Background: an optimization exercise with open tools, aiming at small area and a short achievable clock period. Do not read the settings as production practice. Function was checked by simulation only, so behaviour that the tests miss may differ from the original.

== the baseline ==
==> module DIV16, before the edit <==
module DIV16 (
input  wire [15:0] A ,
input  wire [15:0] B ,
output wire [15:0] Q
);
wire [16:0] bz;
assign bz[16] = 1'b1;
genvar i, j;
generate for (j = 15; j >= 1; j = j - 1) begin : g_bz
  assign bz[j] = bz[j+1] & ~B[j];
end endgenerate
assign bz[0] = 1'b0;
wire [15:0] rem [0:16];
assign rem[16] = 16'b0;
generate for (i = 15; i >= 0; i = i - 1) begin : g_row
  localparam W = 16 - i;
  wire [W-1:0] t;
  wire [15:0] tw = {rem[i+1][14:0], A[i]};
  assign t = tw[W-1:0];
  wire [W:0] c;
  wire [W-1:0] d;
  assign c[0] = 1'b1;
  for (j = 0; j < W; j = j + 1) begin : g_bit
    wire nb = ~B[j];
    assign d[j]   = t[j] ^ nb ^ c[j];
    assign c[j+1] = (t[j] & nb) | (t[j] & c[j]) | (nb & c[j]);
  end
  assign Q[i] = c[W] & bz[W];
  if (W < 16) begin : g_r
    assign rem[i] = {{(16-W){1'b0}}, Q[i] ? d : t};
  end else begin : g_r
    assign rem[i] = 16'b0;
  end
end endgenerate
endmodule
==> flow/config.mk <==
export PLATFORM = sky130hd
export DESIGN_NAME = ALU_TOP
export DESIGN_NICKNAME = ALU_TOP
export VERILOG_FILES = /design/flow/design.v
export SDC_FILE = /design/flow/constraint.sdc
export NUM_CORES = 4
export LEC_CHECK = 0
export ABC_AREA = 1
export CAP_MARGIN = 20
export CORE_MARGIN = 2
export CORE_UTILIZATION = 40
export SLEW_MARGIN = 20
==> flow/constraint.sdc <==
create_clock -name core_clock -period 106.0 [get_ports {CLK}]
set_input_delay 21.2000 -clock core_clock [delete_from_list [all_inputs] [get_ports {CLK}]]
set_output_delay 21.2000 -clock core_clock [all_outputs]
set_load 0.01 [all_outputs]
run.sh (not shown) runs the stock make flow with config.mk's settings and CLKGATE_MAP_FILE= SYNTH_SCRIPT=/design/flow/synth_recipe.tcl, a recipe that flattens the netlist after the stock synthesis.
### the baseline -> the candidate
diff --git a/flow/design.v b/flow/design.v
--- a/flow/design.v
+++ b/flow/design.v
@@ -92,26 +92,34 @@
 generate for (j = 15; j >= 1; j = j - 1) begin : g_bz
   assign bz[j] = bz[j+1] & ~B[j];
 end endgenerate
 assign bz[0] = 1'b0;
+wire [15:0] nb = ~B;
 wire [15:0] rem [0:16];
 assign rem[16] = 16'b0;
 generate for (i = 15; i >= 0; i = i - 1) begin : g_row
   localparam W = 16 - i;
-  wire [W-1:0] t;
   wire [15:0] tw = {rem[i+1][14:0], A[i]};
-  assign t = tw[W-1:0];
-  wire [W:0] c;
-  wire [W-1:0] d;
-  assign c[0] = 1'b1;
-  for (j = 0; j < W; j = j + 1) begin : g_bit
-    wire nb = ~B[j];
-    assign d[j]   = t[j] ^ nb ^ c[j];
-    assign c[j+1] = (t[j] & nb) | (t[j] & c[j]) | (nb & c[j]);
+  wire [W-1:0] t = tw[W-1:0];
+  reg  [W-1:0] g, p, d;
+  reg  [W:0]   c;
+  integer k, s;
+  always @(*) begin
+    p = t | nb[W-1:0];
+    g = t & nb[W-1:0];
+    g[0] = p[0];                   
+    for (s = 1; s < W; s = s * 2)
+      for (k = 0; k < W; k = k + 1)
+        if ((k & s) != 0) begin
+          g[k] = g[k] | (p[k] & g[(k & ~(2*s-1)) + s - 1]);
+          p[k] = p[k] & p[(k & ~(2*s-1)) + s - 1];
+        end
+    c = {g, 1'b1};                 
+    d = B[W-1:0] ~^ c[W-1:0];
   end
   assign Q[i] = c[W] & bz[W];
   if (W < 16) begin : g_r
-    assign rem[i] = {{(16-W){1'b0}}, Q[i] ? d : t};
+    assign rem[i] = {{(16-W){1'b0}}, t ^ ({W{Q[i]}} & d)};
   end else begin : g_r
     assign rem[i] = 16'b0;
   end
 end endgenerate
Findings:
The candidate was carried through to the last stage, and its layout satisfied the timing, design-rule and antenna checks.
Re synthesized cell count: the baseline was lower than the candidate.
Non-clock buffer area fraction after layout (the candidate over the baseline): decrease, 0.71 points
Summary of the candidate over the baseline: cell depth of the worst setup path went down 65, non-clock buffer count went up about 7%.
Changes observed in the candidate relative to the baseline: share of cell area taken by multi-input logic gates moved up; die outline width moved up; placed instance area moved up; post-synthesis simple-gate area fraction moved up.

-- port drivers added, routing unchanged --
No port has a modelled driver above. Below, the same layouts with a new extraction and two added sets of constraints.
Step 1 (the two cells are an assumption about what drives the block):
set clk [get_ports {CLK}]
set_driving_cell -lib_cell sky130_fd_sc_hd__clkbuf_16 $clk
set_driving_cell -lib_cell sky130_fd_sc_hd__buf_2 [delete_from_list [all_inputs] $clk]
Step 2 also shifts input and output timing later by t, the mid clock arrival at the registers, as if the neighbouring blocks saw the same clock.
a / b / c = ideal ports / drivers / drivers and shift; a / b = the first two.
run | shift t [ns] | slack for setup (ns) | latest minus earliest clock arrival (ns) | worst register clock-pin slew, ns | pins driven straight from the clock port
the baseline | 0.382 | 31.816 / 31.841 / 31.459 | 0.011 / 0.010 | 0.06 / 0.06 | 1
the candidate | 0.387 | 68.274 / 68.299 / 67.912 | 0.019 / 0.019 | 0.08 / 0.08 | 1
After both steps every run listed still meets setup and hold. The setup slack of the candidate, which loses most, moves by +0.025 ns with the drivers and by -0.362 ns with both steps.
